This design comes from an exercise in tuning for small area on the open sky130 flow, not from production work. Function was checked by simulation only, so behaviour that the tests miss may differ from the original. No activity file was given, so power comes from the tool's default toggle rates.

## flow/config.mk

```make
export PLATFORM = sky130hd
export DESIGN_NAME = Segway
export DESIGN_NICKNAME = Segway
export VERILOG_FILES = /design/flow/design.v
export SDC_FILE = /design/flow/constraint.sdc
export NUM_CORES = 4
export LEC_CHECK = 0
export ABC_AREA = 1
export CAP_MARGIN = 20
export CORE_MARGIN = 2
export CORE_UTILIZATION = 65
export SLEW_MARGIN = 20
```

## flow/constraint.sdc

```tcl
create_clock -name core_clock -period 12.0 [get_ports {clk}]
set_input_delay 2.4000 -clock core_clock [delete_from_list [all_inputs] [get_ports {clk}]]
set_output_delay 2.4000 -clock core_clock [all_outputs]
set_load 0.01 [all_outputs]
```

## flow/design.v

```verilog
module rst_synch(RST_n, clk, rst_n);
input RST_n, clk;
output reg rst_n;
logic q1;  
always_ff @(negedge clk, negedge RST_n) begin
	if(!RST_n) begin
		q1 <= 1'b0;
		rst_n <= 1'b0;
	end
	else	begin
	    q1 <= 1'b1;
		rst_n <= q1;
	end
end
endmodule
module UART_rx(clk, rst_n, RX, clr_rdy, is_67, is_73, rdy);
input clk, rst_n, RX, clr_rdy;
output reg is_67, is_73;
output reg rdy;
logic start, shft;
logic [3:0] bit_cnt;
logic [11:0] baud_cnt;	 
logic IM_1, IM_2;
logic recieving;
logic state;			 
localparam [7:0] B67 = 8'h67;
localparam [7:0] B73 = 8'h73;
assign shft = (baud_cnt == 12'h1B1);
always_ff @(posedge clk) begin
	IM_1 <= RX;
	IM_2 <= IM_1;
end
wire [2:0] bidx = bit_cnt[2:0] - 3'd1;
wire dbit = (bit_cnt != 0) && (bit_cnt <= 8);
always_ff @(posedge clk) begin
	if (start) begin
		is_67 <= 1'b1;
		is_73 <= 1'b1;
	end else if (shft && dbit) begin
		is_67 <= is_67 & (IM_2 == B67[bidx]);
		is_73 <= is_73 & (IM_2 == B73[bidx]);
	end
end
always_ff @(posedge clk) begin
	if(start)
		baud_cnt <= 12'hE77;
	else if(shft)
		baud_cnt <= 12'h000;
	else if(recieving)
		baud_cnt <= {baud_cnt[10:0], ~(baud_cnt[11] ^ baud_cnt[5] ^ baud_cnt[3] ^ baud_cnt[0])};
end
always_ff @(posedge clk) begin
	if(start)
		bit_cnt <= 0;
	else if(shft)
		bit_cnt <= bit_cnt + 1;
end
assign start = !state & !IM_2;
assign recieving = state;
wire set_rdy = state & (bit_cnt == 10);
always_ff @ (posedge clk, negedge rst_n) begin
	if(!rst_n)
		state <= 1'b0;
	else if (start)
		state <= 1'b1;
	else if (set_rdy)
		state <= 1'b0;
end
always_ff @ (posedge clk, negedge rst_n) begin
	if(!rst_n) 
		rdy <= 1'b0;
	else if(clr_rdy)
		rdy <= 1'b0;
	else if(start)
		rdy <= 1'b0;
	else if(set_rdy)
		rdy <= 1'b1;
end
endmodule
module Auth_blk(clk, rst_n, RX, rider_off, pwr_up);
input clk, rst_n, RX, rider_off;
output reg pwr_up;
logic clr_rx_rdy, rx_rdy;
logic is_67, is_73;
UART_rx iUART(.clk, .rst_n, .RX, .clr_rdy(clr_rx_rdy), .is_67, .is_73, .rdy(rx_rdy));
typedef enum reg[1:0] {OFF,PWR1,PWR2} state_t;
state_t state, nxt_state;
always_ff @ (posedge clk, negedge rst_n) begin
	if(!rst_n)
		state <= OFF;
	else
		state <= nxt_state;
end
always_comb begin
	pwr_up = 0;
	clr_rx_rdy = 0;
	nxt_state = state;
	case(state)
		OFF:begin
			if(rx_rdy) begin
				if(is_67) begin
				    pwr_up = 1;
					nxt_state = PWR1;
				end
				clr_rx_rdy = 1;
			end
		end
		PWR1:begin
			pwr_up = 1;
			if(rx_rdy) begin
				if(is_73) 
					if(rider_off) begin
						nxt_state = OFF;
						pwr_up = 0;
					end
					else begin
						pwr_up = 1;
						nxt_state = PWR2;
					end
				clr_rx_rdy = 1;
			end
		end
		PWR2: begin 
			pwr_up = 1;
			if(rider_off) begin
				pwr_up = 0;
				nxt_state = OFF;
			end
			else if(rx_rdy) begin
				if(is_67) begin
					pwr_up = 1;
					nxt_state = PWR1;
				end
				clr_rx_rdy = 1;
			end
		end
		default: nxt_state = OFF;
	endcase 
end
endmodule
module SPI_mnrch #(parameter RW = 16) (clk, rst_n, MISO, wrt, SS_n, SCLK, done, rd_data, bit_cntr, init, bw, bin, bl, bld);
input clk, rst_n;
input MISO;
input wrt;
input bw, bin;
input bl;
input [7:0] bld;
output reg SS_n;
output SCLK;
output reg done;
output reg [RW-1:0] rd_data;
output reg [3:0] bit_cntr;
output init;
logic shft, smpl, ld_SCLK, init, done15, set_done, shift_im;
logic [3:0] SCLK_div;
logic MISO_smpl;
typedef enum reg[1:0] {IDLE,FRONT_PORCH, WORKHORSE, BACK_PORCH} state_t;
state_t state, nxt_state;
always_ff @(posedge clk) begin
	if(ld_SCLK)
		SCLK_div <= 4'b1011;
	else
		SCLK_div <= SCLK_div + 1;
end
assign SCLK = SCLK_div[3];
assign smpl = (SCLK_div == 4'b0111);
assign shift_im = (SCLK_div == 4'b1111);
always_ff @(posedge clk) begin
	if(smpl)
		MISO_smpl <= MISO;
end
always_ff @(posedge clk)
	if(shft | bw)
		rd_data[7:0] <= {rd_data[6:0], bw ? bin : MISO_smpl};
generate if (RW > 8) begin : hi
	always_ff @(posedge clk)
		if(shft | bl)
			rd_data[RW-1:8] <= bl ? bld[RW-5:4] : rd_data[RW-2:7];
end endgenerate
always_ff @(posedge clk) begin
	if(init)
		bit_cntr <= 4'h0;
	else if(bl)
		bit_cntr <= bld[3:0];
	else if(shft)
		bit_cntr <= bit_cntr + 1;
end
assign done15 = &bit_cntr;
always_ff @ (posedge clk, negedge rst_n) begin
	if(!rst_n)
		state <= IDLE;
	else
		state <= nxt_state;
end
always_comb begin
	init = 1'b0;
	ld_SCLK = 1'b0;
	set_done = 1'b0;
	shft = 1'b0;
	nxt_state = state;
	case (state)
		IDLE: begin
		    ld_SCLK = 1'b1;
			if(wrt) begin
				init = 1'b1;
				nxt_state = FRONT_PORCH;
			end	
		end
		FRONT_PORCH: begin 
			if(shift_im)
				nxt_state = WORKHORSE;
		end
		WORKHORSE: begin
			shft = shift_im;
			if(done15) begin
				nxt_state = BACK_PORCH;
			end
		end
		BACK_PORCH: begin
			if(shift_im) begin
			    shft = 1'b1;
				ld_SCLK = 1'b1;
				set_done = 1'b1;
			    nxt_state = IDLE;
			end
		end
	endcase
end
always_ff @ (posedge clk, negedge rst_n) begin
	if(!rst_n)
		SS_n <= 1'b1;
	else if(init)
		SS_n <= 1'b0;
	else if(set_done)
		SS_n <= 1'b1;
end
always_ff @ (posedge clk, negedge rst_n) begin
	if(!rst_n)
		done <= 1'b0;
	else if(init)
		done <= 1'b0;
	else if(set_done)
		done <= 1'b1;
end
endmodule
module inertial_integrator(clk, rst_n, vld, ptch_rt, AZ, ptch, win, step, cur, dl);
input clk, rst_n, vld;
input signed [15:0]ptch_rt;
input signed [15:0]AZ;
output signed [15:0]ptch;
input win;			 
input [5:0] step;	 
output cur;			 
input [7:0] dl;		 
localparam [15:0] AZ_K = 16'hFF60;	 
reg signed [26:0]ptch_int;
assign ptch = ptch_int[26:11];
reg sc;				 
reg [2:0] cy;		 
reg ybit;			 
wire lo = (step < 6'd16);
wire az_b = AZ[step[3:0]];
wire k_b = AZ_K[step[3:0]];
wire d1 = dl[0];
wire d3 = dl[2] & ((|step[5:2]) | (step[1] & step[0]));
wire d6 = dl[5] & ((|step[5:3]) | (step[2] & step[1]));
wire d8 = dl[7] & (|step[5:3]);
assign cur = lo ? (az_b ^ k_b ^ sc) : d1;
wire [5:0] pidx = step - 6'd13;
wire pb = (step < 6'd13) ? 1'b0 : (step > 6'd28) ? ~ptch[15] : ~ptch[pidx[3:0]];
wire [3:0] col = !cur + d3 + d6 + d8 + pb + cy;
always_ff @(posedge clk) begin
	if (!win) begin
		sc <= 1'b0;
		cy <= 3'b001;
	end else begin
		sc <= (az_b & k_b) | (az_b & sc) | (k_b & sc);
		cy <= col[3:1];
	end
	ybit <= col[0];
end
wire fus_pos = ~ybit;
wire w = ptch_rt[15] & ~|ptch_rt[14:7] & (ptch_rt[6:0] < 7'h50);
wire [26:0] nb = ~{{11{ptch_rt[15]}}, ptch_rt};
wire [26:0] kk = {{10{~fus_pos | w}}, ~fus_pos ^ w, {5{~fus_pos}}, 11'h451};
always @(posedge clk, negedge rst_n)
	if(!rst_n)
		ptch_int <= 0;
	else if(vld)
		ptch_int <= ptch_int + nb + kk;
endmodule
module inert_intf(clk,rst_n,ptch,ptch_rt,vld,SS_n,SCLK,
                  MOSI,MISO,INT,boot,win,dl_in,dl,azl_ld,azl_d,azl_q);
  parameter fast_sim = 1;
  input clk, rst_n;
  input MISO;
  input INT;
  output win;				 
  output dl_in;			 
  input [7:0] dl;			 
  output azl_ld;			 
  output [7:0] azl_d;
  input [7:0] azl_q;		 
  input boot;				 
  output signed [15:0] ptch;
  output signed [15:0] ptch_rt;
  output reg vld;
  output SS_n,SCLK,MOSI;
  reg [9:0] timer;			 
  reg [7:0] ptch_rt_h,ptch_rt_l;
  reg INT_ff1,INT_ff2;
  reg [2:0] cmd_id;			 
  logic wrt;
  logic clr_tmr;
  logic capture_ptchl,capture_ptchh;
  logic capture_AZl;
  wire done, init;
  wire [7:0] inert_data;
  wire [3:0] bit_cntr;
  wire signed [15:0] AZ;
  typedef enum reg [3:0] {INIT1,INIT2,INIT3,INIT4,WAIT,PTCHL,PTCHH,
                          AZL,AZH} state_t;
  state_t state,nxt_state;
  SPI_mnrch #(8) iSPI(.clk(clk),.rst_n(rst_n),.SS_n(SS_n),.SCLK(SCLK),
                  .MISO(MISO),.wrt(wrt),.done(done),
				  .rd_data(inert_data),.bit_cntr(bit_cntr),.init(init),
				  .bw(1'b0),.bin(1'b0),.bl(1'b0),.bld(8'h00));
  logic [15:0] cmd;
  always_comb
    case (cmd_id)
      3'd0: cmd = 16'h0D02;
      3'd1: cmd = 16'h1053;
      3'd2: cmd = 16'h1150;
      3'd3: cmd = 16'h1460;
      3'd4: cmd = 16'hA200;
      3'd5: cmd = 16'hA300;
      3'd6: cmd = 16'hAC00;
      default: cmd = 16'hAD00;
    endcase
  assign MOSI = cmd[~bit_cntr];
  always_ff @(posedge clk)
    if (init)
      cmd_id <= state[2:0];
  assign win = (state == AZH) && (&timer[9:6]);
  inertial_integrator iINT(.clk(clk), .rst_n(rst_n), .vld(vld),
                           .ptch_rt(ptch_rt), .AZ(AZ), .ptch(ptch),
                           .win(win), .step(timer[5:0]), .cur(dl_in), .dl(dl));
  always_ff @(posedge clk) begin
	  INT_ff1 <= INT;
	  INT_ff2 <= INT_ff1;
	end
  always_ff @(posedge clk,negedge rst_n)
    if (!rst_n)
	  state <= INIT1;
	else
	  state <= nxt_state;
  always_ff @(posedge clk, negedge rst_n)
    if (!rst_n)
	   timer <= 0;
	 else if (clr_tmr)
	   timer <= 0;
	 else
	   timer <= timer + 1;
  always_comb begin
    clr_tmr = 0;
    wrt = 0;
	capture_ptchl = 0;
	capture_ptchh = 0;
	capture_AZl = 0;
	vld = 0;
	nxt_state = INIT1;
	 case (state)
	   INIT1 : begin
		  if (boot) begin
		    wrt = 1;
		    nxt_state = INIT2;
		  end
	   end
	   INIT2 : begin
		  if (&timer) begin
		    wrt = 1;
		    nxt_state = INIT3;
		  end else
		    nxt_state = INIT2;
	   end
	   INIT3 : begin
		  if (&timer) begin
		    wrt = 1;
		    nxt_state = INIT4;
		  end else
		    nxt_state = INIT3;
	   end
	   INIT4 : begin
		  if (&timer) begin
		    wrt = 1;
		    nxt_state = WAIT;
		  end else 
		    nxt_state = INIT4;
	   end
	   WAIT : begin
	     if (INT_ff2) begin
		    wrt = 1;
		    clr_tmr = 1;
		    nxt_state = PTCHL;
		  end else
		    nxt_state = WAIT;
	   end
	   PTCHL : begin
		  capture_ptchl = done;
		  if (&timer) begin
		    wrt = 1;
		    nxt_state = PTCHH;
		  end else
		    nxt_state = PTCHL;
      end
	   PTCHH : begin
		  capture_ptchh = done;
		  if (&timer) begin
		    wrt = 1;
		    nxt_state = AZL;
		  end else
		    nxt_state = PTCHH;
      end
	   AZL : begin
		  capture_AZl = done;
		  if (&timer) begin
		    wrt = 1;
		    nxt_state = AZH;
		  end else
		    nxt_state = AZL;
      end
	   AZH : begin
		  if (&timer) begin
		    vld = 1;
		    nxt_state = WAIT;
		  end else
		    nxt_state = AZH;
      end
	   default : begin
	  	  clr_tmr = 1;
	     nxt_state = INIT1;
	   end
	 endcase
  end
  always_ff @(posedge clk, negedge rst_n)
    if (!rst_n)
	  ptch_rt_l <= 8'h00;
    else if (capture_ptchl)
	  ptch_rt_l <= inert_data;
  always_ff @(posedge clk, negedge rst_n)
    if (!rst_n)
	  ptch_rt_h <= 8'h00;
    else if (capture_ptchh)
	  ptch_rt_h <= inert_data;
  assign azl_ld = capture_AZl;
  assign azl_d = inert_data;
  assign AZ = {inert_data,azl_q};
  assign ptch_rt = {ptch_rt_h,ptch_rt_l};
endmodule
module PID(clk, rst_n, vld, pwr_up, rider_off, ptch, ptch_rt, PID_cntrl, ss_tmr);
	parameter fast_sim = 1;
	input clk, rst_n, vld, pwr_up, rider_off;
	input logic signed [15:0]ptch, ptch_rt;
	output logic signed [11:0]PID_cntrl;
	output [7:0]ss_tmr;
	logic signed [9:0] ptch_err_sat;
	logic signed [14:0]I_term;
	reg signed [17:0] integrator;
	wire signed [17:0]ptch_err_sat_sext;
	wire signed [17:0]I_mux1_mux2;
	wire signed[17:0]ptch_err_sat_sext_sum;
	wire I_overflow;
	logic signed [12:0]D_term_temp;
	logic signed [12:0]D_term;
	logic signed [15:0] I_term_sext, D_term_sext, PID_sum;
	reg [11:0] ss_pre;
	reg [7:0] ss_cnt;
	wire pre_wrap = (ss_pre == 12'h23F);
	always_ff @(posedge clk)begin
		if(!pwr_up) begin
			ss_cnt <= 8'h00;
			ss_pre <= 12'h000;
		end else if(!(&ss_cnt)) begin
			ss_pre <= pre_wrap ? 12'h000 : {ss_pre[10:0], ~(ss_pre[11] ^ ss_pre[5] ^ ss_pre[3] ^ ss_pre[0])};
			if (pre_wrap)
				ss_cnt <= ss_cnt + 1'b1;
		end
	end
	assign ss_tmr = ss_cnt;
	assign ptch_err_sat = (~ptch[15] && (|ptch[14:9]))?10'h1ff:
								(ptch[15] && !(&ptch[14:9]))? 10'h200:
								{ptch[15], ptch[8:0]};
	assign ptch_err_sat_sext = {{8{ptch_err_sat[9]}},ptch_err_sat};
	assign ptch_err_sat_sext_sum = ptch_err_sat_sext + integrator;
	assign I_overflow = (ptch_err_sat_sext[17] == integrator[17] && ptch_err_sat_sext_sum[17] != integrator[17])? 1:0;
	always_ff @(posedge clk)begin
		if(rider_off)
			integrator <= 0;
		else if(vld && !I_overflow)
			integrator <= ptch_err_sat_sext_sum;
	end
	generate if(fast_sim)begin
		assign I_term = (~integrator[17] && (|integrator[17:15]))? 15'h3fff:
						(integrator[17] && ~&integrator[17:15])? 15'h4000:
						integrator[15:1];
	end
	else begin
		assign I_term = {{3{integrator[17]}}, integrator[17:6]};
	end
	endgenerate
	assign D_term_temp = {{3{ptch_rt[15]}} ,ptch_rt[15:6]};
	assign D_term = ~D_term_temp;
	assign I_term_sext = {I_term[14],I_term};
	assign D_term_sext = {{3{D_term[12]}},D_term};
	assign PID_sum = {{6{ptch_err_sat[9]}}, ptch_err_sat} * 16'sd12 + I_term_sext + D_term_sext;
	always_ff @(posedge clk)
		PID_cntrl <= (~PID_sum[15] && (|PID_sum[14:11]))? 12'h7ff:
							(PID_sum[15] && !(&PID_sum[14:11]))? 12'h800:
							{PID_sum[15],PID_sum[10:0]};
endmodule
module SegwayMath(clk, PID_cntrl, ss_tmr, steer_sc, en_steer, pwr_up, lft_mag, lft_sgn, rght_mag, rght_sgn, too_fast);
input clk;
input signed [11:0] PID_cntrl;
input [7:0] ss_tmr;
input signed [9:0] steer_sc;	 
input en_steer, pwr_up;
output [10:0] lft_mag, rght_mag;
output lft_sgn, rght_sgn;
output reg too_fast;
logic signed [19:0] prod_cntrl_ss;
logic signed [11:0] PID_ss;
logic signed [12:0] lft_torque, rght_torque;
logic lft_fast, rght_fast;
wire [10:0] bx = {2'b00, ss_tmr, 1'b0};
wire [12:0] a1 = {PID_cntrl[11], PID_cntrl};
wire [12:0] a2 = {PID_cntrl, 1'b0};
wire [19:0] pp [0:4];
wire [4:0] ng;
genvar k;
generate for (k = 0; k < 5; k = k + 1) begin : booth
	wire b2 = bx[2*k+2], b1 = bx[2*k+1], b0 = bx[2*k];
	wire one = b1 ^ b0;
	wire two = (b2 & ~b1 & ~b0) | (~b2 & b1 & b0);
	assign ng[k] = b2 & ~(b1 & b0);
	wire [12:0] m = ({13{one}} & a1) | ({13{two}} & a2);
	wire [12:0] x = m ^ {13{ng[k]}};
	assign pp[k] = {{7{x[12]}}, x} << (2*k);
end endgenerate
wire [19:0] negs = {11'd0, ng[4], 1'b0, ng[3], 1'b0, ng[2], 1'b0, ng[1], 1'b0, ng[0]};
assign prod_cntrl_ss = pp[0] + pp[1] + pp[2] + pp[3] + pp[4] + negs;
assign PID_ss = prod_cntrl_ss[19:8];
wire signed [9:0] sp = en_steer ? steer_sc : 10'sd0;
assign lft_torque = PID_ss + sp;
assign rght_torque = PID_ss - sp;
shape iSL(.t(lft_torque), .pwr_up(pwr_up), .mag(lft_mag), .sgn(lft_sgn), .fast(lft_fast));
shape iSR(.t(rght_torque), .pwr_up(pwr_up), .mag(rght_mag), .sgn(rght_sgn), .fast(rght_fast));
always_ff @(posedge clk)
	too_fast <= lft_fast | rght_fast;
endmodule
module shape(input signed [12:0] t, input pwr_up, output [10:0] mag, output sgn, output fast);
	wire neg = t[12];
	wire [11:0] u = t[11:0] ^ {12{neg}};
	wire big = (u[11:6] != 6'd0) | (u[5:0] > (neg ? 6'd59 : 6'd60));
	wire [5:0] hi = u[11:6] + 6'd15;
	wire [10:0] mbig = (u[11:6] >= 6'd17) ? 11'h7FF : {hi[4:0], u[5:0]};
	wire [10:0] msmall = {u[6:0], {4{neg}}};
	assign mag = !pwr_up ? 11'h000 : big ? mbig : msmall;
	assign sgn = pwr_up & neg;
	assign fast = pwr_up & ~neg & (u > 12'd832);
endmodule
module balance_cntrl(clk,rst_n,vld,ptch,ptch_rt,pwr_up,rider_off,steer_sc,en_steer,lft_mag,lft_sgn,rght_mag,rght_sgn,too_fast);
parameter fast_sim = 1'b1;
input clk,rst_n;   
input vld;   
input [15:0] ptch;   
input [15:0] ptch_rt;   
input pwr_up;   
input rider_off;   
input signed [9:0] steer_sc;   
input en_steer;  
output [10:0] lft_mag, rght_mag;   
output lft_sgn, rght_sgn;   
output too_fast;   
logic [11:0] PID_cntrl;
logic [7:0] ss_tmr;
PID #(fast_sim) iPID(.clk(clk),.rst_n(rst_n),.vld(vld),.ptch(ptch),.ptch_rt(ptch_rt), .pwr_up(pwr_up),
					.rider_off(rider_off),.PID_cntrl(PID_cntrl), .ss_tmr(ss_tmr));
SegwayMath iSegwayMath(.clk(clk), .PID_cntrl(PID_cntrl), .ss_tmr(ss_tmr),.steer_sc(steer_sc), .en_steer(en_steer), 
						.pwr_up(pwr_up), .lft_mag, .lft_sgn, .rght_mag, .rght_sgn, .too_fast(too_fast));
endmodule
module steer_en_SM(clk,rst_n,tmr_full,sum_gt_min,sum_lt_min,diff_gt_1_4,
                   diff_gt_15_16,clr_tmr,en_steer,rider_off,steer_st);
 input clk;				 
  input rst_n;				 
  input tmr_full;			 
  input sum_gt_min;			 
  input sum_lt_min;			 
  input diff_gt_1_4;		 
  input diff_gt_15_16;		 
  output logic clr_tmr;		 
  output logic en_steer;	 
  output logic rider_off;	 
  output logic steer_st;	 
  typedef enum reg[1:0] {IDLE, RIDER_ON, STEER_ENABLED} state_t;
	state_t state, nxt_state;
	assign steer_st = (state == STEER_ENABLED);
  always_ff @(posedge clk, negedge rst_n) begin  
		if(!rst_n)
			state <= IDLE;
		else
			state <= nxt_state;
	end
  always_comb begin  
	nxt_state = state;
	clr_tmr = 1'b0;
	en_steer = 1'b0;
	rider_off = 1'b1;
	case(state)
		IDLE: begin 
				if(sum_gt_min) begin  
					rider_off = 1'b0;
					nxt_state = RIDER_ON;
					clr_tmr = 1'b1;
				end
			end	
		RIDER_ON: begin 
					if(sum_lt_min) begin  
						nxt_state = IDLE;
					end
					else if(~diff_gt_1_4 && tmr_full) begin 
						nxt_state = STEER_ENABLED;
						rider_off = 1'b0;
						en_steer = 1'b1;
						clr_tmr = 1'b1;
					end
					else if(~diff_gt_1_4) begin
						rider_off = 1'b0;
					end
					else if(tmr_full) begin
						rider_off = 1'b0;
						clr_tmr = 1'b1;
					end
					else begin  
						clr_tmr = 1'b0;
						rider_off = 1'b0;
					end
				end	
		STEER_ENABLED: begin
				if(sum_lt_min) begin  
					nxt_state = IDLE;
				end
				else if(diff_gt_15_16) begin
					nxt_state = RIDER_ON;
					clr_tmr = 1'b1;
					rider_off = 1'b0;
				end
				else begin  
					en_steer = 1'b1;
					rider_off = 1'b0;
				end
			end
		endcase
	end
endmodule
module steer_en(clk, rst_n, lft_ld, rght_ld, en_steer, rider_off);
	parameter fast_sim = 1;
	input clk, rst_n;
	input [11:0] lft_ld, rght_ld;
	output en_steer, rider_off;
	localparam MIN_RIDER_WT = 12'h200;
	localparam WT_HYSTERESIS = 8'h40;
	logic [12:0]sum;
	logic [11:0]diff;
	logic [11:0]sum_15_16;
	logic [11:0]thr;
	logic clr, full, steer_st, diff_gt;
	logic sum_lt_min, sum_gt_min;
	reg [15:0]tmr;		 
	assign sum = lft_ld + rght_ld;
	assign diff = lft_ld - rght_ld;
	assign sum_lt_min = (sum < MIN_RIDER_WT - WT_HYSTERESIS);
	assign sum_gt_min = (sum > MIN_RIDER_WT + WT_HYSTERESIS);
	wire [3:0] g = sum[3:1] + sum[3:2] + sum[3];
	assign sum_15_16 = {sum[11:4], g} - {3'b000, sum[12:4]};
	assign thr = steer_st ? sum_15_16 : {1'b0, sum[12:2]};
	wire neg = diff[11];
	wire [11:0] x = diff ^ {12{neg}};
	wire [12:0] cmp = {1'b0, x} + {1'b0, ~thr} + neg;
	assign diff_gt = cmp[12];
	always @(posedge clk)
		if(clr)
			tmr <= '0;
		else
			tmr <= {tmr[14:0], ~(tmr[15] ^ tmr[14] ^ tmr[12] ^ tmr[3])};
	assign full = (tmr == 16'hD577);
	steer_en_SM SM(.clk, .rst_n, .clr_tmr(clr), .tmr_full(full), .sum_gt_min, .sum_lt_min,
	               .diff_gt_1_4(diff_gt), .diff_gt_15_16(diff_gt), .rider_off, .en_steer, .steer_st);
endmodule
module PWM11(clk, rst_n, cnt, duty, en, PWM_sig);
input clk, rst_n;
input [10:0] cnt;
input [10:0] duty;
input en;			 
output reg PWM_sig;
always_ff @(posedge clk)
	PWM_sig <= en & (cnt < duty);
endmodule
module mtr_drv(clk,rst_n,lft_mag_in,lft_sgn_in,rght_mag_in,rght_sgn_in,OVR_I_lft,OVR_I_rght,PWM1_lft,
               PWM2_lft,PWM1_rght,PWM2_rght);
  input clk,rst_n;
  input [10:0] lft_mag_in, rght_mag_in;
  input lft_sgn_in, rght_sgn_in;
  input OVR_I_lft, OVR_I_rght;
  output PWM1_lft, PWM2_lft, PWM1_rght, PWM2_rght;
  reg [10:0] cnt;
  reg [10:0] lft_mag, rght_mag;
  reg lft_sgn, rght_sgn, lft_sgn_nxt, rght_sgn_nxt;
  reg spd_vld;
  reg OVR_I_ff1,OVR_I_ff2,OVR_I_ff3;
  reg OVR_I_shtdwn;
  reg [6:0] OVR_I_cnt;
  reg [3:0] PWM_cycle_cnt;
  reg OVR_I_inc_blank_n;
  wire PWM_lft,PWM_rght;
  wire PWM_synch, pre_synch;
  wire OVR_I_rise;
  wire OVR_I_blank_n;
  always_ff @(posedge clk, negedge rst_n)
    if(!rst_n) 
      cnt <= 11'h000;
    else 
      cnt <= cnt + 1;
  assign PWM_synch = &cnt;
  assign pre_synch = (cnt == 11'h7FE);
  assign OVR_I_blank_n = |cnt[10:8];
  always_ff @(posedge clk, negedge rst_n)
    if (!rst_n)
      spd_vld <= 1'b0;
    else if (pre_synch)
      spd_vld <= 1'b1;
  always_ff @(posedge clk)
    if (pre_synch) begin
	   lft_mag <= lft_mag_in;
	   rght_mag <= rght_mag_in;
      lft_sgn_nxt <= lft_sgn_in;
      rght_sgn_nxt <= rght_sgn_in;
    end
  always_ff @(posedge clk)
    if (PWM_synch) begin
	   lft_sgn <= lft_sgn_nxt;
	   rght_sgn <= rght_sgn_nxt;
	 end
  PWM11 iPWM_lft(.clk(clk), .rst_n(rst_n), .cnt(cnt), .duty(lft_mag), .en(spd_vld), .PWM_sig(PWM_lft)); 
  PWM11 iPWM_rght(.clk(clk), .rst_n(rst_n), .cnt(cnt), .duty(rght_mag), .en(spd_vld), .PWM_sig(PWM_rght));
  always_ff @(posedge clk, negedge rst_n)
    if (!rst_n) begin
	  OVR_I_ff1 <= 1'b0;
	  OVR_I_ff2 <= 1'b0;
	  OVR_I_ff3 <= 1'b0;
	end else begin
	  OVR_I_ff1 <= OVR_I_blank_n & (OVR_I_lft | OVR_I_rght);
	  OVR_I_ff2 <= OVR_I_ff1;
	  OVR_I_ff3 <= OVR_I_ff2;
	end
  assign OVR_I_rise = OVR_I_ff2 & ~OVR_I_ff3;
  always_ff @(posedge clk, negedge rst_n)
    if (!rst_n)
      OVR_I_cnt <= 7'h00;
    else if (OVR_I_rise & OVR_I_inc_blank_n)
      OVR_I_cnt <= OVR_I_cnt + 1;
    else if ((&PWM_cycle_cnt) & PWM_synch & (|OVR_I_cnt))
	  OVR_I_cnt <= OVR_I_cnt - 1;
  always_ff @(posedge clk)
    if (PWM_synch)
	  OVR_I_inc_blank_n <= 1'b1;
	else if (OVR_I_rise)
	  OVR_I_inc_blank_n <= 1'b0;
  always_ff @(posedge clk, negedge rst_n)
    if (!rst_n)
	  PWM_cycle_cnt <= 4'h0;
	else if (PWM_synch)
	  PWM_cycle_cnt <= PWM_cycle_cnt + 1;
  always_ff @(posedge clk, negedge rst_n)
    if (!rst_n)
	  OVR_I_shtdwn <= 1'b0;
	else if (&OVR_I_cnt)
	  OVR_I_shtdwn <= 1'b1;
  wire off = OVR_I_ff2 | ~OVR_I_inc_blank_n | OVR_I_shtdwn;
  assign PWM1_lft = ~off & ~lft_sgn & PWM_lft;
  assign PWM2_lft = ~off & lft_sgn & PWM_lft;
  assign PWM1_rght = ~off & ~rght_sgn & PWM_rght;
  assign PWM2_rght = ~off & rght_sgn & PWM_rght;
endmodule
module A2D_intf(input clk, rst_n, MISO, nxt, dl_en, dl_in, bl,
				input [7:0] bld,
				output [7:0] dl, bq,
				output reg[11:0] lft_ld, rght_ld,
				output reg signed [9:0] steer_sc,
				output reg batt11,
				output SS_n, SCLK, MOSI);
logic wrt, done, update, init;
logic [11:0] rd_data;
logic [3:0] bit_cntr;
logic[1:0] counter;
logic [11:0] steer_pot_limited, m;
logic signed [7:0] q;
logic signed [9:0] steer_scaled;
assign steer_pot_limited = (rd_data < 12'h200) ? 12'h200 :
                           (rd_data > 12'hE00) ? 12'hE00 :
                           rd_data;
assign m = steer_pot_limited + 12'd1;
assign q = {~m[11], m[10:4]};
assign steer_scaled = {q[7], q, 1'b0} + {{2{q[7]}}, q} + m[3];
SPI_mnrch #(12) iSPI(.clk, .rst_n, .MISO, .wrt, .SCLK, .SS_n, .done, .rd_data, .bit_cntr, .init,
                     .bw(dl_en), .bin(dl_in), .bl(bl), .bld(bld));
assign dl = rd_data[7:0];
assign bq = {rd_data[11:8], bit_cntr};
always_ff @(posedge clk, negedge rst_n) begin
	if(!rst_n) lft_ld <= 12'h000;
	else if(counter == 0 && update) lft_ld <= rd_data;
end
always_ff @(posedge clk, negedge rst_n) begin
	if(!rst_n) rght_ld <= 12'h000;
	else if(counter == 1 && update) rght_ld <= rd_data;
end
always_ff @(posedge clk, negedge rst_n) begin
	if(!rst_n) steer_sc <= -10'sd288;		 
	else if(counter == 2 && update) steer_sc <= steer_scaled;
end
always_ff @(posedge clk, negedge rst_n) begin
	if(!rst_n) batt11 <= 1'b0;
	else if(counter == 3 && update) batt11 <= rd_data[11];
end
always_ff @(posedge clk, negedge rst_n) begin
	if(!rst_n) counter <= 0;
	else if(update) counter <= counter + 1;
end
assign MOSI = (bit_cntr == 4'd2) ? (counter != 0) :
              (bit_cntr == 4'd3) ? (counter == 3) :
              (bit_cntr == 4'd4) ? (counter == 2) : 1'b0;
typedef enum reg[1:0] {IDLE, WRITE, READ, WAIT} state_t;
state_t state, nxt_state;
always_ff @(posedge clk, negedge rst_n) begin
	if(!rst_n) state <= IDLE;
	else state <= nxt_state;
end
always_comb begin
	wrt = 0;
	update = 0;
	nxt_state = state;
	case(state)
		IDLE: begin
			if(nxt) begin
				nxt_state = WRITE;
				wrt = 1;
			end
		end
		WRITE: begin
			if(done) begin
				nxt_state = WAIT;
			end
		end
		WAIT: begin
			wrt = 1;
			nxt_state = READ;
		end
		READ: begin
			if(done) begin
				update = 1;
				nxt_state = IDLE;
			end
		end
	endcase
end
endmodule
module piezo_drv(input clk, input rst_n, input en_steer, input too_fast, input batt_low, output piezo, output piezo_n, output boot);
parameter fast_sim = 1'b1;
logic [18:0] note_tmr;		 
logic [8:0] freq_tmr;		 
logic [21:0] repeat_tmr;	 
logic note_tmr_full, repeat_full, rst_note_dur;
logic freq_full;
logic [8:0] half;
typedef enum reg[2:0] {IDLE, NOTE1, NOTE2, NOTE3, NOTE4, NOTE5, NOTE6} state_nm;
state_nm state, nxt_state;
wire [21:0] repeat_nxt = {repeat_tmr[20:0], ~(repeat_tmr[21] ^ repeat_tmr[20])};
assign repeat_full = (repeat_tmr == 22'h38C82B);
assign boot = (repeat_tmr == 22'h3878F7);
always_ff @(posedge clk, negedge rst_n) begin
	if(!rst_n)
		repeat_tmr <= '0;
	else if(repeat_full)
		repeat_tmr <= '0; 
	else
		repeat_tmr <= repeat_nxt;
end
always_ff @(posedge clk) begin
	if(rst_note_dur | note_tmr_full)
		note_tmr <= '0;
	else
		note_tmr <= note_tmr + 1'b1;
end
always_ff @(posedge clk) begin
	if (freq_full || rst_note_dur)
		freq_tmr <= '0;
	else
		freq_tmr <= freq_tmr + 1'b1;	
end
assign piezo = (freq_tmr >= half);
assign piezo_n = ~piezo;
always_ff @(posedge clk, negedge rst_n) begin
	if(!rst_n) 
		state <= IDLE;
	else
		state <= nxt_state;
end
always_comb begin
	nxt_state = state;
	rst_note_dur = 1'b0;
	freq_full = (freq_tmr >= 9'd297);
	half = 9'd149;
	note_tmr_full = note_tmr[17];
	case(state)
		IDLE: begin
			if(too_fast)
				nxt_state = NOTE1;
			else if(repeat_full) begin
				if(batt_low)
					nxt_state = NOTE6;
				else if(en_steer)
					nxt_state = NOTE1;
			end
			rst_note_dur = 1'b1;
		end
		NOTE1: begin
			freq_full = (freq_tmr >= 9'd499);
			half = 9'd250;
			if(note_tmr_full) begin
				if(too_fast)
					nxt_state = NOTE2;
				else if(batt_low)
					nxt_state = IDLE;
				else if(en_steer)
					nxt_state = NOTE2;
				else 
					nxt_state = IDLE;
			end
		end
		NOTE2: begin
			freq_full = (freq_tmr >= 9'd374);
			half = 9'd187;
			if(note_tmr_full) begin
				if(too_fast)
					nxt_state = NOTE3;
				else if(batt_low)
					nxt_state = NOTE1;
				else if(en_steer)
					nxt_state = NOTE3;
				else 
					nxt_state = IDLE;
			end
		end
		NOTE3: begin
			if(note_tmr_full) begin
				if(too_fast)
					nxt_state = NOTE1;
				else if(batt_low)
					nxt_state = NOTE2;
				else if(en_steer)
					nxt_state = NOTE4;
				else 
					nxt_state = IDLE;
			end
		end
		NOTE4: begin
			freq_full = (freq_tmr >= 9'd250);
			half = 9'd125;
			note_tmr_full = note_tmr[17] & note_tmr[16];
			if(note_tmr_full) begin
				if(batt_low)
					nxt_state = NOTE3;
				else if(en_steer)
					nxt_state = NOTE5;
				else 
					nxt_state = IDLE;
			end
		end
		NOTE5: begin
			note_tmr_full = note_tmr[16];
			if(note_tmr_full) begin
				if(batt_low)
					nxt_state = NOTE4;
				else if(en_steer)
					nxt_state = NOTE6;
				else 
					nxt_state = IDLE;
			end
		end
		NOTE6: begin
			freq_full = (freq_tmr >= 9'd250);
			half = 9'd125;
			note_tmr_full = note_tmr[18];
			if(note_tmr_full) begin
				if(batt_low)
					nxt_state = NOTE5;
				else
					nxt_state = IDLE;
			end
		end
		default: ;
	endcase
end
endmodule
module Segway(clk,RST_n,INERT_SS_n,INERT_MOSI,INERT_SCLK,
              INERT_MISO,INERT_INT,A2D_SS_n,A2D_MOSI,A2D_SCLK,
			  A2D_MISO,PWM1_lft,PWM2_lft,PWM1_rght,PWM2_rght,
			  OVR_I_lft,OVR_I_rght,piezo_n,piezo,RX);
  input clk,RST_n;
  input INERT_MISO;						 
  input A2D_MISO;						 
  input INERT_INT;						 
  input OVR_I_lft,OVR_I_rght;			 
  input RX;								 
  output A2D_SS_n, INERT_SS_n;			 
  output A2D_MOSI, INERT_MOSI;			 
  output A2D_SCLK, INERT_SCLK;			 
  output PWM1_lft, PWM2_lft;  			 
  output PWM1_rght,PWM2_rght;			 
  output piezo_n,piezo;					 
  logic rst_n;							 
  logic vld;								 
  logic [15:0] ptch;						 
  logic [15:0] ptch_rt;
  logic [10:0] lft_mag, rght_mag;		 
  logic lft_sgn, rght_sgn;				 
  logic lft_rev, rght_rev;				 
  logic [11:0] lft_ld, rght_ld;		 
  logic batt11;							 
  logic signed [9:0] steer_sc;			 
  logic norm_mode;						 
  logic en_steer;						 
  logic rider_off;						 
  logic batt_low;
  logic too_fast;
  logic fus_win, fus_bit;				 
  logic [7:0] fus_dl;					 
  logic azl_ld;							 
  logic [7:0] azl_q;					 
  logic [7:0] inert_byte;				 
  logic boot;							 
  logic pwr_up;							 
  localparam BATT_THRES = 12'h800;
  localparam fast_sim = 1;
  Auth_blk iAuth(.clk(clk),.rst_n(rst_n),.RX(RX),.rider_off(rider_off),.pwr_up(pwr_up));
  inert_intf #(fast_sim) iNEMO(.clk(clk),.rst_n(rst_n),.ptch(ptch),.ptch_rt(ptch_rt),
                   .vld(vld),.SS_n(INERT_SS_n),.SCLK(INERT_SCLK),
				   .MOSI(INERT_MOSI),.MISO(INERT_MISO),
				   .INT(INERT_INT),.boot(boot),.win(fus_win),.dl_in(fus_bit),.dl(fus_dl),
				   .azl_ld(azl_ld),.azl_d(inert_byte),.azl_q(azl_q));
  balance_cntrl #(fast_sim) iBAL(.clk(clk),.rst_n(rst_n),.vld(vld),.ptch(ptch),
                     .ptch_rt(ptch_rt),.pwr_up(pwr_up),.rider_off(rider_off),
					 .steer_sc(steer_sc),.en_steer(en_steer),.lft_mag(lft_mag),.lft_sgn(lft_sgn),
					 .rght_mag(rght_mag),.rght_sgn(rght_sgn),.too_fast(too_fast));
  steer_en #(fast_sim) iSTR(.clk(clk),.rst_n(rst_n),.lft_ld(lft_ld),
                            .rght_ld(rght_ld),
							.en_steer(en_steer),.rider_off(rider_off));
  mtr_drv iDRV(.clk(clk),.rst_n(rst_n),.lft_mag_in(lft_mag),.lft_sgn_in(lft_sgn),
               .rght_mag_in(rght_mag),.rght_sgn_in(rght_sgn),.PWM1_lft(PWM1_lft),.PWM2_lft(PWM2_lft),
			   .PWM1_rght(PWM1_rght),.PWM2_rght(PWM2_rght),
			   .OVR_I_lft(OVR_I_lft),.OVR_I_rght(OVR_I_rght));
  A2D_intf iA2D(.clk(clk),.rst_n(rst_n),.nxt(vld),.dl_en(fus_win),.dl_in(fus_bit),.dl(fus_dl),
                .bl(azl_ld),.bld(inert_byte),.bq(azl_q),.lft_ld(lft_ld),.rght_ld(rght_ld),
                .batt11(batt11),.steer_sc(steer_sc),.SS_n(A2D_SS_n),.SCLK(A2D_SCLK),
				.MOSI(A2D_MOSI),.MISO(A2D_MISO));
  assign batt_low = ~batt11;		 
  piezo_drv #(fast_sim) iBUZZ(.clk(clk),.rst_n(rst_n),.en_steer(en_steer),.too_fast(too_fast),
              .batt_low(batt_low),.piezo(piezo),.piezo_n(piezo_n),.boot(boot));
  rst_synch iRST(.clk(clk),.RST_n(RST_n),.rst_n(rst_n));
endmodule
```

## flow/flow/run.sh

```bash
#!/bin/bash
set -euo pipefail
export FLOW_FLOW_DIR=$(cd "$(dirname "${BASH_SOURCE[0]}")" && pwd)
CTS_SIZE=${CTS_SIZE:-18}
CTS_DIAM=${CTS_DIAM:-70}
{ cat "$FLOW_FLOW_DIR/abc_override.tcl"; cat synth_recipe.tcl; } > my_synth.tcl
bash standard.sh SYNTH_SCRIPT=$PWD/my_synth.tcl \
  "SYNTH_OPERATIONS_ARGS=-extra-map $FLOW_FLOW_DIR/lcu_ripple.v" \
  ADDER_MAP_FILE= \
  "CTS_ARGS=-sink_clustering_enable -repair_clock_nets -sink_clustering_size $CTS_SIZE -sink_clustering_max_diameter $CTS_DIAM -buf_list sky130_fd_sc_hd__clkbuf_8 -dont_use_dummy_load" \
  "BUFFER_PORTS_ARGS=-buffer_cell sky130_fd_sc_hd__buf_1" \
  finish > flow.log 2>&1
```

## flow/flow/abc_override.tcl

```tcl
# Map with an area-oriented ABC script instead of the flow's default one.
# Only the combinational mapping changes; the registers are mapped before.
proc abc {args} {
  set i [lsearch -exact $args -script]
  if { $i >= 0 } {
    set args [lreplace $args [expr {$i + 1}] [expr {$i + 1}] $::env(FLOW_FLOW_DIR)/area.abc]
  }
  yosys abc {*}$args
}
```

## flow/flow/area.abc

```
strash
dc2
dch -f
amap
strash
dc2
dch -f
amap
topo
```

## flow/flow/lcu_ripple.v

```verilog
(* techmap_celltype = "$lcu" *)
module _80_lcu_ripple (P, G, CI, CO);
	parameter WIDTH = 2;
	(* force_downto *)
	input [WIDTH-1:0] P, G;
	input CI;
	(* force_downto *)
	output [WIDTH-1:0] CO;
	genvar i;
	generate for (i = 0; i < WIDTH; i = i + 1) begin : g
		if (i == 0)
			assign CO[i] = G[i] | (P[i] & CI);
		else
			assign CO[i] = G[i] | (P[i] & CO[i-1]);
	end endgenerate
endmodule
```

## flow/standard.sh

```bash
#!/bin/bash
# synth_recipe.tcl (not shown) runs the flow's synth.tcl, then flattens the netlist and writes it again
# the make line also repeats each setting of config.mk as NAME=value (left out here)
make -C /OpenROAD-flow-scripts/flow DESIGN_CONFIG=/design/flow/config.mk WORK_HOME=/design/flow/orfs CLKGATE_MAP_FILE= SYNTH_SCRIPT=/design/flow/synth_recipe.tcl "${@:-finish}"
```

==> results of run 1 <==
[layout by cell type (no fill, tap or decap), drive strengths merged, types with 5 or more instances in the layout]
cell type,instances
nor2,535
o21ai,356
nand2,351
clkinv,350
a21oi,233
o22ai,202
dfrtp,156
dfxtp,141
o21a,103
nor3,81
edfxtp,51
buf,49
a22oi,46
a21o,36
clkbuf,28
a211oi,27
a221oi,21
nor4,19
nor2b,18
a31oi,16
or2,15
and2,14
and3,14
o32ai,13
nand3,13
nand4,12
o221a,12
o221ai,9
or3,9
a32oi,8
or4,7
a31o,7
o32a,6
dfstp,6
o22a,5
[cell type report]
type	count	share of cell area
Clock buffer	28	0.01700
Timing Repair Buffer	49	0.01364
Sequential cell	356	0.3735
Multi-Input combinational cell	2239	0.5124
Tap cell	442	0.02440
Inverter	355	0.05907
[worst paths after layout]
path,slack (ns),end,start,cells after the start
setup reg to reg,1.31,iDRV.rght_mag[5]$_SDFFCE_PN0N_,iA2D.lft_ld[1]$_DFFE_PN0P_,73
hold / removal,0.31,iRST.rst_n$_DFF_NN0_,iRST.q1$_DFF_NN0_,0
max in group asynchronous,4.33,iRST.q1$_DFF_NN0_,RST_n,1
hold reg to reg,0.31,iRST.rst_n$_DFF_NN0_,iRST.q1$_DFF_NN0_,0
setup / recovery,1.31,iDRV.rght_mag[5]$_SDFFCE_PN0N_,iA2D.lft_ld[1]$_DFFE_PN0P_,73
min in group asynchronous,6.46,iBUZZ.repeat_tmr[19]$_DFF_PN0_,iRST.rst_n$_DFF_NN0_,1
[worst reg2reg max path, delay by kind of cell (launching register included)]
family                 cells  cell delay (ns)
DFF                        1             0.39
and+or+nand+nor           34             4.32
AOI/OAI and AO/OA         31             4.56
buffers and inverters      8             1.18
[sequential cells by signal, summed over array words and instances, names as in the netlist, 9 cells and up]
name	count
iDRV.cnt	11
iNEMO.iINT.ptch_int	27
iDRV.rght_mag	11
iBUZZ.repeat_tmr	22
iSTR.tmr	16
iBAL.iPID.integrator	18
iBUZZ.freq_tmr	9
iA2D.iSPI.rd_data	12
iBAL.iPID.ss_pre	12
iA2D.rght_ld	12
iAuth.iUART.baud_cnt	12
iNEMO.timer	10
iBAL.iPID.PID_cntrl	12
iDRV.lft_mag	11
iA2D.lft_ld	12
iBUZZ.note_tmr	19
iA2D.steer_sc	10
[what timing repair did]
| action | in CTS | in global routing |
|---|---|---|
| setup endpoints to repair | 8 | 23 |
| hold buffers | 0 | 0 |
| hold endpoints to repair | 0 | 0 |
| resized for setup | 2 | 22 |
| buffers inserted | 0 | 5 |
| pin swaps | 0 | 1 |
[synthesized netlist by cell type, types with 5 or more instances]
| library cell | instances | area share |
|---|---|---|
| a31oi_1 | 16 | 0.0047 |
| a21o_1 | 36 | 0.013 |
| nor2b_1 | 18 | 0.0053 |
| dfxtp_1 | 141 | 0.13 |
| or3_1 | 9 | 0.0026 |
| a31o_1 | 7 | 0.0029 |
| o21ai_0 | 356 | 0.083 |
| o32ai_1 | 13 | 0.0053 |
| o22a_1 | 5 | 0.0020 |
| a211oi_1 | 27 | 0.0095 |
| nand4_1 | 12 | 0.0035 |
| o22ai_1 | 202 | 0.059 |
| or2_0 | 15 | 0.0044 |
| buf_1 | 12 | 0.0021 |
| nor4_1 | 19 | 0.0056 |
| or4_1 | 7 | 0.0025 |
| nand2_1 | 351 | 0.062 |
| a22oi_1 | 46 | 0.016 |
| o21a_1 | 103 | 0.036 |
| o221a_1 | 12 | 0.0063 |
| dfrtp_1 | 156 | 0.18 |
| and3_1 | 14 | 0.0041 |
| nand3_1 | 13 | 0.0030 |
| nor3_1 | 81 | 0.019 |
| o221ai_1 | 9 | 0.0037 |
| clkinv_1 | 355 | 0.062 |
| nor2_1 | 535 | 0.094 |
| a32oi_1 | 8 | 0.0033 |
| edfxtp_1 | 51 | 0.072 |
| and2_0 | 14 | 0.0041 |
| o32a_1 | 6 | 0.0028 |
| a221oi_1 | 21 | 0.0086 |
| dfstp_2 | 6 | 0.0074 |
| a21oi_1 | 233 | 0.054 |
[power groups by stage]
stage	Combinational, mW	Sequential [mW]	Clock [mW]
global placement	0.143	1.30	0
floorplan	0.102	1.30	0
detailed placement	0.149	1.30	0
finish	0.149	1.27	0.572
global route	0.167	1.28	0.629
CTS	0.149	1.27	0.590
[through the flow]
step,setup WS (ns),hold slack [ns],total power [mW]
4_1_cts,0.1143,0.3092,2.013
6_report,1.313,0.3085,1.995
5_1_grt,-0.01505,0.3180,2.074
2_1_floorplan,1.026,0.2917,1.402
3_5_place_dp,-0.2875,0.3086,1.448
3_3_place_gp,0.5302,0.3009,1.440
[cell families after synthesis]
family          synth area share
buf+inv                  0.06437
simple gates              0.2135
compound gates            0.3247
flops                     0.3956
xor+xnor                0.001637
other cells            0.0001752
[layer usage]
metal	up-vias	part of all wire	global-route usage
met2	592	0.48	0.5148
met4	0	0.023	0.08381
met3	102	0.049	0.02831
met1	9584	0.45	0.3827
met5	-	0	0
li1	10750	-	-
==> notes.md, run 1 <==
final routed wire length divided by cell count=14.59 um; post-synthesis instance area=21,400 um^2; WL final=50.60 mm; Layout Cells excl Fill=3,469; Floorplan Core Area=32,450 um^2; leak pwr=8.490 nW; overall overflow remaining after global route=0; Worst Max-Slew Pin Slew=1.067 ns; Pwr per Cell Area=88.00 nW/um^2; final standard cell area without fillers=22,670 um^2; wire length of the first global-routing pass=84.93 mm; area of the multi-input gates=11,610 um^2; max capacitance violation total=0; number of synthesized flops with an enable pin=51; Vias=21,030; number of nets produced by synthesis=2,970; all-layer global routing usage=0.2925; fillers=2,780; category of the worst setup path capture point=flop; Die X=185.4 um; Critical Path Most Common Cell=nand2_1; average via count per standard cell=6.063; Avg Cell Area, Syn=7.225 um^2; Yosys warnings=15; DIE HEIGHT=185.4 um; proportion of total power due to net switching=0.2444; Post-DP HPWL=37.70 mm; pin count of the biggest net entering global routing=163; relative contribution of the clock network to total power=0.287; clock-pin slew of the registers on the worst-case setup and hold paths=0.08 ns; top cell family by delay on the critical path=compound AO/OA/AOI/OAI gates; critical path class=flop to flop; largest voltage drop on the vdd net=0.0001203 V; number of antenna cells inserted=0; share of flip-flops with an asynchronous set or reset=0.4607; number of CTS-inserted buffers=28; worst-case clock buffer depth=3; worst slew margin relative to its limit=0.2829; antenna violations before repair=0; clock root buffer master=clkbuf_8; crit-path max cell delay=0.44 ns; top-level I/O count=20; max-slew violation count=0; share of synthesized area occupied by flip-flops and latches=0.3956; Clock Skews=0.06378 ns; # DRC=0; largest fanout of any net on the critical path=16; first-pass iteration count of the detailed router=5; commonest register cell after synthesis=dfrtp_1; Site Rows=66; initial DRC count=1,568; top achievable clock speed=0.09357 GHz; Final Hold Vio Count=0; Initial Util=0.6594; via count of the first global-routing pass=19,210; Routability Congestion=0.9062; Post-Route Setup TNS=0 ns; Critical Path Start Type=flop; internal power=1.507 mW; number of port buffers=19; result of the run=timing/DRC/antenna clean; number of sinks handled by clock tree synthesis=356; utilization of the core after routing=0.6984; Post-Place Cell Area=22,190 um^2; clock insertion delay at the later pin of the skew report=0.60 ns; sequential fraction of design power=0.639; net count reported at finish=3,037; relative area change from synthesis to final layout=5.917%; number of endpoints failing setup at the final stage=0; Final min period=10.69 ns; slowest CP cell=o21ai_0; Critical Path AT=11.00 ns; final antenna-violating net count=0; FF+latch count, synth=356; Register Area=8466 um^2; gate count after technology mapping=2,962; number of levels the H-tree was split into=1; Inst Count DP=3,436; critical path required time=12.32 ns; die area=34,390 um^2; part of the cycle the worst path needs=0.8906; sum of buffers and inverters on the critical path=8; fraction of final layout cells sized beyond drive strength 1=0.02775; relative contribution of combinational cells to total power=0.075; P_sw=0.4875 mW; clock tree from TritonCTS=built; Tightest Hold Check Type=flop to flop; count of different cell masters after synthesis=58
==> inputs of run 2 (changes only) <==
==> flow/flow/area.abc (replaced) <==
strash
dc2
dch -f
amap
strash
&get -n
&deepsyn -T 180
&put
dch -f
amap
topo
--- a/flow/config.mk
+++ b/flow/config.mk
@@ -9,4 +9,4 @@
 export CAP_MARGIN = 20
 export CORE_MARGIN = 2
-export CORE_UTILIZATION = 65
+export CORE_UTILIZATION = 55
 export SLEW_MARGIN = 20
==> run 2 against run 1 <==
Net effect:
- critical path depth is 4 lower
- still clean
- clock power is 4.0% higher
- global-route usage is 3.2 points lower
- largest power group unchanged
- first-iteration DRC count is 11% lower
- largest cell class unchanged
==> notes.md, run 2 <==
result of the run=timing/DRC/antenna clean; fillers=3,542; Routability Congestion=0.9408; number of port buffers=19; share of the synthesized area in the top cell type=0.1885; gate count after technology mapping=2,833; Critical Path Most Common Cell=o21ai_0; Layout Cells excl Fill=3,406; crit-path max cell delay=0.44 ns; WL final=51.50 mm; Compound-Gate Fraction of Synth Area=0.2900; number of flip-flops in the largest register=27; share of synthesized cell area in full adder, half adder and majority cells=0; # DRC=0; share of synthesized cell area in and, or, nand and nor gates=0.2269; Pwr per Cell Area=91.88 nW/um^2; worst-case clock buffer depth=3; Final min period=10.68 ns; mux cell area share after synthesis=0; Die X=198.0 um; die area=39,220 um^2; Tightest Hold Check Type=flop to flop; critical path required time=12.39 ns; number of synthesized flops with an enable pin=51; critical path class=flop to flop; all-layer global routing usage=0.2606; antenna violations before repair=0; max capacitance violation total=0; fraction of final layout cells sized beyond drive strength 1=0.02832; most instantiated cells after synthesis=596 x nor2_1, 392 x clkinv_1, 265 x o21ai_0; top achievable clock speed=0.09361 GHz; pin count of the biggest net entering global routing=163; number of CTS-inserted buffers=30; Vias=19,960; Final Hold Vio Count=0; DIE HEIGHT=198.0 um; XOR/XNOR Fraction of Synth Area=0.0008459; count of cells along the worst hold path=0; Floorplan Core Area=37,400 um^2; share of synthesized area occupied by flip-flops and latches=0.4088; leak pwr=8.075 nW; wire length of the first global-routing pass=85.01 mm; leading cell types in the layout, fill and taps excluded=592 x nor2_1, 388 x clkinv_1, 256 x o21ai_0, 241 x nand2_1, 228 x a21oi_1; number of levels the H-tree was split into=1; initial DRC count=1,389; net count reported at finish=2,905; clock root buffer master=clkbuf_8; clock tree from TritonCTS=built; max-slew violation count=0; post-layout power=2.028 mW; overall overflow remaining after global route=0; Critical Path AT=11.07 ns; count of different cell masters after synthesis=57; final antenna-violating net count=0; top cells by area in the synthesized netlist=dfrtp_1 19%, dfxtp_1 14%, nor2_1 11%, edfxtp_1 7.4%, clkinv_1 7.1%; Yosys warnings=15; commonest non-fill, non-tap cell in the layout=nor2_1; final routed wire length divided by cell count=15.12 um; share of flip-flops with an asynchronous set or reset=0.4607; relative area change from synthesis to final layout=6.604%; most instantiated library cell after synthesis=nor2_1; number of endpoints failing setup at the final stage=0; top-level I/O count=20; Critical Path Start Type=flop; register with the most flip-flops=iNEMO.iINT.ptch_int; first-pass iteration count of the detailed router=5; path depth of the worst reg2reg path=69; category of the worst setup path capture point=flop; number of nets produced by synthesis=2,841; Site Rows=71; part of the cycle the worst path needs=0.8902; Regs by FF count=iNEMO.iINT.ptch_int x27, iBUZZ.repeat_tmr x22, iBUZZ.note_tmr x19; number of sinks handled by clock tree synthesis=356; commonest register cell after synthesis=dfrtp_1; main combinational cell family by area after synthesis=compound AO/OA/AOI/OAI gates; clock-pin slew of the registers on the worst-case setup and hold paths=0.11 ns; slowest CP cell=dfrtp_1; worst slew margin relative to its limit=0.3812; Avg Cell Area, Syn=7.309 um^2; Clock Skews=0.06370 ns; Worst Max-Slew Pin Slew=0.9248 ns; post-synthesis instance area=20,710 um^2; Post-DP HPWL=38.98 mm; Initial Util=0.5537; clock insertion delay at the later pin of the skew report=0.63 ns; largest voltage drop on the vdd net=0.0001649 V; largest fanout of any net on the critical path=17; number of antenna cells inserted=0; via count of the first global-routing pass=17,970; Post-Route Setup TNS=0 ns; Inst Count DP=3,368; FF+latch count, synth=356; hold-fix buffers at CTS=0; average via count per standard cell=5.859; dominant cell type by area after synthesis=dfrtp_1; Min Hold Slack=0.3086 ns
[run 2: cell types whose count changed in the layout (fill, tap and decap cells not counted), sizes merged, moves of 22 or more]
cell	before	now
a21o	36	14
o21a	103	37
o22ai	202	147
nand2	351	242
clkinv	350	388
a211oi	27	57
o21ai	356	265
nor2	535	596
[run 2: logic make-up after synthesis]
family	after synthesis
flops	356
simple gates	1108
compound gates	962
buf+inv	404
xor+xnor	2
other cells	1
[run 2: worst max-delay path: cells and delay by family, from the launching register on]
family / cells / cell delay (ns)
AOI/OAI and AO/OA: 29 / 4.62
buffers and inverters: 13 / 1.82
xor gates and xnor gates: 1 / 0.28
and+or+nand+nor: 26 / 3.32
DFF: 1 / 0.44
[run 2: final timing paths]
kind | from | end | slack [ns]
hold / removal | iRST.q1$_DFF_NN0_ | iRST.rst_n$_DFF_NN0_ | 0.31
max in group asynchronous | RST_n | iRST.q1$_DFF_NN0_ | 4.38
min in group asynchronous | iRST.rst_n$_DFF_NN0_ | iNEMO.iSPI.state[0]$_DFFE_PN0P_ | 6.48
setup / recovery | iA2D.lft_ld[1]$_DFFE_PN0P_ | iDRV.rght_mag[5]$_SDFFCE_PN0N_ | 1.32
hold reg to reg | iRST.q1$_DFF_NN0_ | iRST.rst_n$_DFF_NN0_ | 0.31
setup reg to reg | iA2D.lft_ld[1]$_DFFE_PN0P_ | iDRV.rght_mag[5]$_SDFFCE_PN0N_ | 1.32
[run 2: timing repair]
item	4_1_cts	5_1_grt
hold endpoints to repair	0	0
resized for setup	0	29
endpoints found under the setup margin	0	23
setup buffers	0	8
[run 2: metrics by stage]
step | util | setup slack, ns | instance area [um^2]
global route | 0.5902 | -0.01045 | 22070
floorplan | - | 1.013 | 20710
global placement | 0.5756 | 0.9011 | 21530
CTS | 0.5867 | 0.2797 | 21940
finish | 0.5902 | 1.318 | 22070
detailed placement | 0.5756 | 0.3304 | 21530
[run 2: area by class of cell]
type | count | area, um^2 | area share
inverters | 392 | 1479 | 0.06700
flip-flops and latches | 356 | 8466 | 0.3835
repair buffers | 44 | 271.5 | 0.01230
clock buffers | 30 | 412.9 | 0.01870
multi-input cells | 2073 | 10810 | 0.4895
well taps | 511 | 639.4 | 0.02896
[run 2: metal layers]
metal,part of all wire,up-vias,routed length [um],global-route usage
met3,0.047,74,2409,0.02776
met5,0,-,0,0
met4,0.022,0,1117,0.06182
met1,0.47,9125,24040,0.3585
li1,-,10310,-,-
met2,0.46,443,23930,0.4421
[run 2: where the power goes]
part	switching, mW	internal (mW)	total (mW)	leakage (nW)
sequential	0.0247	1.26	1.28	3.73
clock	0.374	0.221	0.595	0.216
combinational	0.0976	0.0524	0.150	4.12
total	0.496	1.53	2.03	8.08
==> inputs of run 3 (changes only) <==
==> flow/flow/area.abc (replaced) <==
strash
dc2
dch -f
amap
strash
dc2
dch -f
amap
topo
==> run 3 against run 2 <==
Net effect:
- largest power group unchanged
- final area increased by 3.1%
- fmax decreased by 0.92%
- combinational power is essentially flat
- flip-flop and latch count unchanged
- first-iteration DRC count shrank 6.3%
- largest cell class unchanged
- die area up 3.3%
- sequential share of layout area decreased by 1.2 points
- critical endpoint is now iDRV.rght_mag[4]$_SDFFCE_PN0N_
- core utilization is essentially flat
- wire length stayed put
- cell count up 4.2%
- register-to-register slack lost 0.099 ns
- sequential power hardly changed
==> notes.md, run 3 <==
Worst Max-Slew Pin Slew=1.010 ns; top achievable clock speed=0.09275 GHz; Clock Skews=0.06829 ns; Yosys warnings=15; worst-case clock buffer depth=3; dominant cell type by area after synthesis=dfrtp_1; area of the multi-input gates=11,590 um^2; post-synthesis instance area=21,400 um^2; Post-Place Cell Area=22,310 um^2; die area=40,500 um^2; DIE HEIGHT=201.3 um; top cells by area in the synthesized netlist=dfrtp_1 18%, dfxtp_1 13%, nor2_1 9.4%, o21ai_0 8.3%, edfxtp_1 7.2%; critical path class=flop to flop; Final Hold Vio Count=0; relative contribution of combinational cells to total power=0.074; category of the worst setup path capture point=flop; initial DRC count=1,302; hold-fix buffers at CTS=0; Floorplan Core Area=38,560 um^2; leading cell types in the layout, fill and taps excluded=532 x nor2_1, 352 x clkinv_1, 351 x nand2_1, 351 x o21ai_0, 231 x a21oi_1; Post-Route Setup TNS=0 ns; final antenna-violating net count=0; Vias=20,740; fillers=3,706; number of sinks handled by clock tree synthesis=356; top-level I/O count=20; Min Hold Slack=0.3102 ns; critical hold path startpoint=iRST.q1$_DFF_NN0_; clock insertion delay at the later pin of the skew report=0.63 ns; net count reported at finish=3,041; via count of the first global-routing pass=19,000; relative area change from synthesis to final layout=6.397%; Routability Congestion=0.8975; # DRC=0; number of levels the H-tree was split into=1; final standard cell area without fillers=22,770 um^2; P_sw=0.4986 mW; gate count after technology mapping=2,962; leak pwr=8.491 nW; register with the most flip-flops=iNEMO.iINT.ptch_int; Tightest Hold Check Type=flop to flop; internal power=1.506 mW; sequential fraction of design power=0.636; share of synthesized area occupied by flip-flops and latches=0.3956; most instantiated cells after synthesis=535 x nor2_1, 356 x o21ai_0, 355 x clkinv_1; clock tree from TritonCTS=built; result of the run=timing/DRC/antenna clean; number of synthesized flops with an enable pin=51; largest voltage drop on the vdd net=0.0001112 V; critical path required time=12.30 ns; Critical Path Most Common Cell=nand2_1; Initial Util=0.5550; slowest CP cell=dfrtp_1; worst setup path start=iA2D.rght_ld[1]$_DFFE_PN0P_; FF+latch count, synth=356; count of different cell masters after synthesis=58; largest fanout of any net on the critical path=12; Post-DP HPWL=38.27 mm; crit-path max cell delay=0.40 ns; Site Rows=72; Avg Cell Area, Syn=7.225 um^2; share of flip-flops with an asynchronous set or reset=0.4607; fraction of final layout cells sized beyond drive strength 1=0.02639; clock-pin slew of the registers on the worst-case setup and hold paths=0.09 ns; number of endpoints failing setup at the final stage=0; average via count per standard cell=5.842; all-layer global routing usage=0.2506; worst slew margin relative to its limit=0.3239; pin count of the biggest net entering global routing=163; antenna violations before repair=0; Critical Path AT=11.09 ns; Pwr per Cell Area=88.06 nW/um^2; Die X=201.3 um; wire length of the first global-routing pass=87.00 mm; final routed wire length divided by cell count=14.51 um; number of port buffers=19; commonest non-fill, non-tap cell in the layout=nor2_1; number of CTS-inserted buffers=28; part of the cycle the worst path needs=0.8984; number of antenna cells inserted=0; most instantiated library cell after synthesis=nor2_1; number of flip-flops in the largest register=27; proportion of total power due to net switching=0.2487; Critical Path Start Type=flop; overall overflow remaining after global route=0; reg-to-reg critical path startpoint=iA2D.rght_ld[1]$_DFFE_PN0P_; Regs by FF count=iNEMO.iINT.ptch_int x27, iBUZZ.repeat_tmr x22, iBUZZ.note_tmr x19; Register Area=8466 um^2; WL final=51.50 mm; Final min period=10.78 ns; clock root buffer master=clkbuf_8; first-pass iteration count of the detailed router=8; share of the synthesized area in the top cell type=0.1824; commonest register cell after synthesis=dfrtp_1; max-slew violation count=0; max capacitance violation total=0; number of nets produced by synthesis=2,970; relative contribution of the clock network to total power=0.290
==> run 3: changes by cell type after synthesis, moves of 14 or more <==
cell / previous run / this run
nor2_1: 596 / 535
o32ai_1: 28 / 13
o21ai_0: 265 / 356
nand3_1: 27 / 13
nor2b_1: 36 / 18
clkinv_1: 392 / 355
a211oi_1: 57 / 27
nor3_1: 97 / 81
o221ai_1: 28 / 9
o22ai_1: 147 / 202
a21o_1: 14 / 36
nand2_1: 242 / 351
o21a_1: 37 / 103
==> run 3: layer usage <==
metal,vias up,wire [um],global-route usage
li1,10800,-,-
met1,9430,24190,0.3371
met2,416,24110,0.4333
met3,86,2269,0.02770
met4,0,930,0.06197
met5,-,0,0
==> run 3: stage by stage <==
stage            util  setup WS (ns)  instances  total power [mW]
2_1_floorplan       -          1.026       2962             1.402
3_3_place_gp   0.5786         0.6305       3515             1.444
3_5_place_dp   0.5786       0.004555       3515             1.449
4_1_cts        0.5886         0.2476       3543             2.032
5_1_grt        0.5905       -0.06960       3549             2.099
6_report       0.5905          1.219       3549             2.005
==> run 3: final cells by class <==
class,count,share of cell area
Clock buffer,28,0.01693
Multi-Input combinational cell,2239,0.5092
Timing Repair Buffer,52,0.01456
Timing Repair inverter,1,0.0002198
Sequential cell,356,0.3718
Tap cell,518,0.02847
Inverter,355,0.05886
==> run 3: power by group through the flow <==
stage | combinational, mW | clock (mW) | sequential [mW]
floorplan | 0.102 | 0 | 1.30
global placement | 0.145 | 0 | 1.30
detailed placement | 0.150 | 0 | 1.30
CTS | 0.150 | 0.608 | 1.27
global route | 0.170 | 0.650 | 1.28
finish | 0.148 | 0.582 | 1.27
==> run 3: logic make-up (layout without fill, tap and decap cells) <==
| kind of cell | after synthesis | in the layout | synth area share |
|---|---|---|---|
| AND/OR/NAND/NOR | 1099 | 1099 | 0.2135 |
| other | 1 | 1 | 0.0001752 |
| XOR/XNOR | 4 | 4 | 0.001637 |
| buffers and inverters | 367 | 436 | 0.06437 |
| AO/OA/AOI/OAI | 1135 | 1135 | 0.3247 |
| flip-flops | 356 | 356 | 0.3956 |
==> run 3: what timing repair did <==
| action | 4_1_cts | 5_1_grt |
|---|---|---|
| buffers inserted | 0 | 5 |
| resized for setup | 1 | 13 |
| pin swaps | 0 | 1 |
| setup endpoints to repair | 6 | 22 |
| cloned | 0 | 1 |
==> run 3: final timing paths <==
check	to	slack (ns)	cells past startpoint
setup reg to reg	iDRV.rght_mag[4]$_SDFFCE_PN0N_	1.22	74
hold / removal	iRST.rst_n$_DFF_NN0_	0.31	0
setup / recovery	iDRV.rght_mag[4]$_SDFFCE_PN0N_	1.22	74
min in group asynchronous	iBUZZ.repeat_tmr[10]$_DFF_PN0_	6.41	1
max in group asynchronous	iRST.rst_n$_DFF_NN0_	4.37	1
hold reg to reg	iRST.rst_n$_DFF_NN0_	0.31	0
==> run 3: critical path, delay by kind of cell (launching register included) <==
family / cells / cell delay, ns
buffers and inverters: 8 / 1.37
and+or+nand+nor: 28 / 2.98
DFF: 1 / 0.40
AOI/OAI and AO/OA: 38 / 5.68
